What follows belongs to an exercise in optimizing a design on an open flow for small area; a production flow would make more cautious choices. At most, simulation tests tie the RTL to the original design; equivalence was not proved. Power is estimated from default activity; no workload was simulated.

==> flow/design.v (excerpt) <==
module db_filter ( clk,
					 rst, 
					 bs_luma,
					 bs_chroma_1, 
					 bs_chroma_2, 
                     qp1_i, qp2_i,
					 select,
					 p3_1_i, p2_1_i, p1_1_i, p0_1_i, q0_1_i, q1_1_i, q2_1_i, q3_1_i,
                     p3_2_i, p2_2_i, p1_2_i, p0_2_i, q0_2_i, q1_2_i, q2_2_i, q3_2_i,
                     p3_3_i, p2_3_i, p1_3_i, p0_3_i, q0_3_i, q1_3_i, q2_3_i, q3_3_i,
                     p3_4_i, p2_4_i, p1_4_i, p0_4_i, q0_4_i, q1_4_i, q2_4_i, q3_4_i,
					 p3_1_o, p2_1_o, p1_1_o, p0_1_o, q0_1_o, q1_1_o, q2_1_o, q3_1_o,
                     p3_2_o, p2_2_o, p1_2_o, p0_2_o, q0_2_o, q1_2_o, q2_2_o, q3_2_o,
                     p3_3_o, p2_3_o, p1_3_o, p0_3_o, q0_3_o, q1_3_o, q2_3_o, q3_3_o,
                     p3_4_o, p2_4_o, p1_4_o, p0_4_o, q0_4_o, q1_4_o, q2_4_o, q3_4_o
                    );
clock: 9.0 ns
lec_check: 0
cap_margin: 20
core_margin: 2
core_utilization: 70
slew_margin: 20
standard.sh (not shown) runs the stock make flow with config.mk's settings and CLKGATE_MAP_FILE= SYNTH_SCRIPT=/design/flow/synth_recipe.tcl, a recipe that flattens the netlist after the stock synthesis.
==> flow/flow/run.sh <==
#!/bin/bash
set -euo pipefail
HERE=$(pwd)
FLOWDIR=$HERE/flow

# ORFS synth.tcl with the ABC script replaced by ours
sed -e "s#-script \$abc_script#-script $FLOWDIR/abc_area.script#" \
    $FLOW_HOME/scripts/synth_preamble.tcl > $HERE/my_synth_preamble.tcl
sed -e "s#source \$::env(SCRIPTS_DIR)/synth_preamble.tcl#source $HERE/my_synth_preamble.tcl#" \
    -e "s#extract_fa {\*}\[dont_use_extract_fa_args\]#extract_fa -fa#" \
    $FLOW_HOME/scripts/synth.tcl > $HERE/my_synth.tcl
grep -q "my_synth_preamble.tcl" $HERE/my_synth.tcl
grep -q "extract_fa -fa" $HERE/my_synth.tcl
grep -q "$FLOWDIR/abc_area.script" $HERE/my_synth_preamble.tcl
# The standard flow's synthesis script, sourcing the modified synth.tcl
sed -e "s#source \$::env(SCRIPTS_DIR)/synth.tcl#source $HERE/my_synth.tcl#" \
    $HERE/synth_recipe.tcl > $HERE/my_synth_recipe.tcl
grep -q "my_synth.tcl" $HERE/my_synth_recipe.tcl
# standard.sh with our synthesis script
sed -e "s#SYNTH_SCRIPT=[^ ]*#SYNTH_SCRIPT=$HERE/my_synth_recipe.tcl#" $HERE/standard.sh > $HERE/my_standard.sh
grep -q "my_synth_recipe.tcl" $HERE/my_standard.sh

export SYNTH_ARGS="-noabc"
export BUFFER_PORTS_ARGS="-buffer_cell sky130_fd_sc_hd__buf_1"
if [[ -s $FLOWDIR/cts_args.txt ]]; then
  export CTS_ARGS="$(cat $FLOWDIR/cts_args.txt)"
fi
bash $HERE/my_standard.sh > $HERE/standard.log 2>&1
==> flow/flow/abc_area.script <==
strash
dch -f
amap -A 1000 -F 1000
==> flow/flow/cts_args.txt <==
-sink_clustering_enable -repair_clock_nets -dont_use_dummy_load -buf_list sky130_fd_sc_hd__clkbuf_8 -sink_clustering_size 16 -sink_clustering_max_diameter 60
The first run passed the timing, design-rule and antenna checks.
Change:
- CORE_UTILIZATION: 70 -> 65
What happened:
- The new run completed without violations
- clock skew drops by 41 ps
- via count shrinks by 2.7%
- global-route usage drops by 3.6 points
- total power falls by 0.51%
- final area barely changes
- count of clock-buffer cells in the layout is unchanged
- wire length went down by 1.0%
- hold slack improved by 6.4 ps
- non-clock buffer count climbs by 7
Change:
==> flow/flow/cts_args.txt (replaced) <==
-sink_clustering_enable -repair_clock_nets -dont_use_dummy_load -buf_list sky130_fd_sc_hd__clkbuf_8 -sink_clustering_size 18 -sink_clustering_max_diameter 70
- SETUP_SLACK_MARGIN: unset -> 0.1
Final cell count hardly moves.
Non-clock buffer count goes up by 10.
Design area stays flat.
Flip-flop and latch count does not change.
Hold slack gains 39 ps.
Power goes up slightly.
Routed wire length hardly moves.
Maximum frequency is about the same.
Setup slack gains 18 ps.
Global-route usage hardly moves.
Sequential share of layout area is about the same.
Change:
==> flow/flow/cts_args.txt (replaced) <==
-sink_clustering_enable -repair_clock_nets -dont_use_dummy_load -buf_list sky130_fd_sc_hd__clkbuf_8 -sink_clustering_size 16 -sink_clustering_max_diameter 60
- CORE_UTILIZATION: 65 -> 60
- SETUP_SLACK_MARGIN: 0.1 -> unset
Effect: Critical path depth is unchanged. Sequential share of layout area is about the same. Wire length is about the same. Final cell count rose slightly. Synthesized cell count is unchanged. Setup slack loses 44 ps. Area after synthesis stays the same. Global-route usage fell by 2.9 points. Worst hold slack loses 27 ps. Die area rose by a little under a tenth. Register-to-register slack gains 120 ps.

========
Another version of the RTL of db_filter (not shown whole).
For scale: roughly 640 flip-flops.
export LEC_CHECK = 0
export CAP_MARGIN = 20
export CORE_MARGIN = 2
export CORE_UTILIZATION = 40
export SLEW_MARGIN = 20
create_clock -name core_clock -period 9.0 [get_ports {clk}]
==> flow/flow/abc_area.script <==
strash
dch -f
amap
strash
dch -f
amap
==> flow/flow/cts_args.txt <==
-sink_clustering_enable -repair_clock_nets -dont_use_dummy_load -buf_list sky130_fd_sc_hd__clkbuf_8 -sink_clustering_size 20 -sink_clustering_max_diameter 75
Scripts as last shown in full above: flow/flow/run.sh
Then changed:
==> flow/flow/cts_args.txt (replaced) <==
-sink_clustering_enable -repair_clock_nets -dont_use_dummy_load -buf_list sky130_fd_sc_hd__clkbuf_16 -sink_clustering_size 20 -sink_clustering_max_diameter 50
Effect:
- The new run produced a clean layout
- setup slack is better by 4.2 ps
- fmax hardly moves
- die area stays the same
- total power increases by 11%
- via count went up by 0.72%
- clock-buffer cell count rises by 33
- core utilization came out higher by 1.2 points
- routed wire length grows by 0.51%
- design area goes up by about 2.6%
- non-clock buffer count drops by 4
Then changed:
==> flow/flow/cts_args.txt (replaced) <==
-sink_clustering_enable -repair_clock_nets -dont_use_dummy_load -buf_list {sky130_fd_sc_hd__clkbuf_4 sky130_fd_sc_hd__clkbuf_8} -sink_clustering_size 12 -sink_clustering_max_diameter 40
Result:
- flip-flop and latch count stays the same
- setup slack gets better by 3.1 ps
- design area drops slightly
- via count stays flat
- fmax is about the same
- global-route usage stays flat
- clock-buffer cell count climbs by 23
- core utilization drops by 0.51 points
- final cell count climbs slightly
- non-clock buffer count climbs by 1
Then changed:
==> flow/flow/cts_args.txt (replaced) <==
-sink_clustering_enable -repair_clock_nets -dont_use_dummy_load -buf_list sky130_fd_sc_hd__clkbuf_8 -sink_clustering_buffer sky130_fd_sc_hd__clkbuf_16 -sink_clustering_size 24 -sink_clustering_max_diameter 90
Power drops by 3.1%.
Count of clock-buffer cells in the layout decreases by 68.
Routed wire length decreases by 0.84%.
Cell area drops by 0.87%.
Hold slack is better by 6.3 ps.
Final cell count falls by 1.0%.
Core utilization is lower by 0.40 points.
Setup slack gets worse by 7.5 ps.
Flip-flop and latch count is unchanged.
No run of this note included a check of the RTL's function; only the layout flow was run.

========
Another version of the RTL of db_filter (not shown whole).
For scale: roughly 4100 cells after synthesis, about 640 flip-flops, about 47000 sq um of cells after synthesis.
Settings: LEC_CHECK=0, CAP_MARGIN=20, CORE_MARGIN=2, CORE_UTILIZATION=70, SETUP_SLACK_MARGIN=0.1, SLEW_MARGIN=20; clock period 9.0 ns.
==> flow/flow/abc_area.script <==
strash
dch -f
amap -A 1000 -F 1000
==> flow/flow/cts_args.txt <==
-sink_clustering_enable -repair_clock_nets -dont_use_dummy_load -buf_list sky130_fd_sc_hd__clkbuf_8 -sink_clustering_size 18 -sink_clustering_max_diameter 70
Scripts as last shown in full above: flow/flow/run.sh
The baseline completed with no timing, DRC or antenna violations.
Then changed:
==> flow/flow/abc_area.script (replaced) <==
strash
dch -f
amap
strash
dch -f
amap
CORE_UTILIZATION = 65   (was 70)
Global-route usage shrinks by 3.8 points.
Register-to-register slack gets better by 0.13 ns.
Power hardly moves.
Then changed:
==> flow/flow/abc_area.script (replaced) <==
strash
dch -f
amap -A 1000 -F 1000
Outcome: The changed run ran to the end with no violations; setup slack gets worse by 0.031 ns; clock-buffer cell count came out lower by 1; first-iteration DRC count stays flat; clock power barely changes; die area is about the same; sequential share of layout area went up by 0.16 points; synthesized cell count falls by 2.0%; final cell count drops by 1.8%; register-to-register slack gains 0.10 ns; design area is lower by 0.52%.

==> re-timing with driven ports <==
The results above use ideal ports. As a check the final layouts listed here were re-extracted and re-timed, cells and wires unchanged. Step 1 (the two cells are an assumption about what drives the block):
set clk [get_ports {clk}]
set_driving_cell -lib_cell sky130_fd_sc_hd__clkbuf_16 $clk
set_driving_cell -lib_cell sky130_fd_sc_hd__buf_2 [delete_from_list [all_inputs] $clk]
Step 2 also shifts input and output timing later by t, the mid clock arrival at the registers, as if the neighbouring blocks saw the same clock. a / b / c = ideal ports / drivers / drivers and shift; a / b = the first two.
run	t, ns	setup slack, ns	hold WS [ns]	latest minus earliest clock arrival (ns)	worst slew at a driven data input, ns
the first run of note 1	0.757	0.186 / 0.120 / 0.216	0.268 / 0.268 / 0.268	0.123 / 0.123	0.06
the second run of note 1	0.754	0.203 / 0.141 / 0.235	0.274 / 0.274 / 0.274	0.099 / 0.098	0.07
the third run of note 1	0.739	0.222 / 0.156 / 0.245	0.313 / 0.313 / 0.313	0.092 / 0.092	0.07
the fourth run of note 1	0.768	0.177 / 0.108 / 0.180	0.287 / 0.287 / 0.287	0.087 / 0.087	0.07
the first run of note 2	0.822	0.167 / 0.083 / 0.083	0.347 / 0.347 / 0.347	0.109 / 0.109	0.09
the second run of note 2	0.716	0.171 / 0.070 / 0.070	0.328 / 0.328 / 0.328	0.061 / 0.060	0.10
the third run of note 2	0.862	0.174 / 0.097 / 0.097	0.320 / 0.320 / 0.320	0.100 / 0.100	0.09
the fourth run of note 2	0.842	0.167 / 0.085 / 0.085	0.327 / 0.327 / 0.327	0.087 / 0.087	0.09
the first run of note 3	0.748	0.178 / 0.109 / 0.323	0.324 / 0.324 / 0.324	0.089 / 0.089	0.09
the second run of note 3	0.762	0.233 / 0.168 / 0.283	0.300 / 0.300 / 0.300	0.078 / 0.078	0.08
the third run of note 3	0.754	0.203 / 0.136 / 0.408	0.297 / 0.297 / 0.297	0.075 / 0.075	0.12
After both steps every run listed still meets setup and hold. The setup slack of the second run of note 2, which loses most, moves by -0.101 ns with the drivers and by -0.101 ns with both steps.
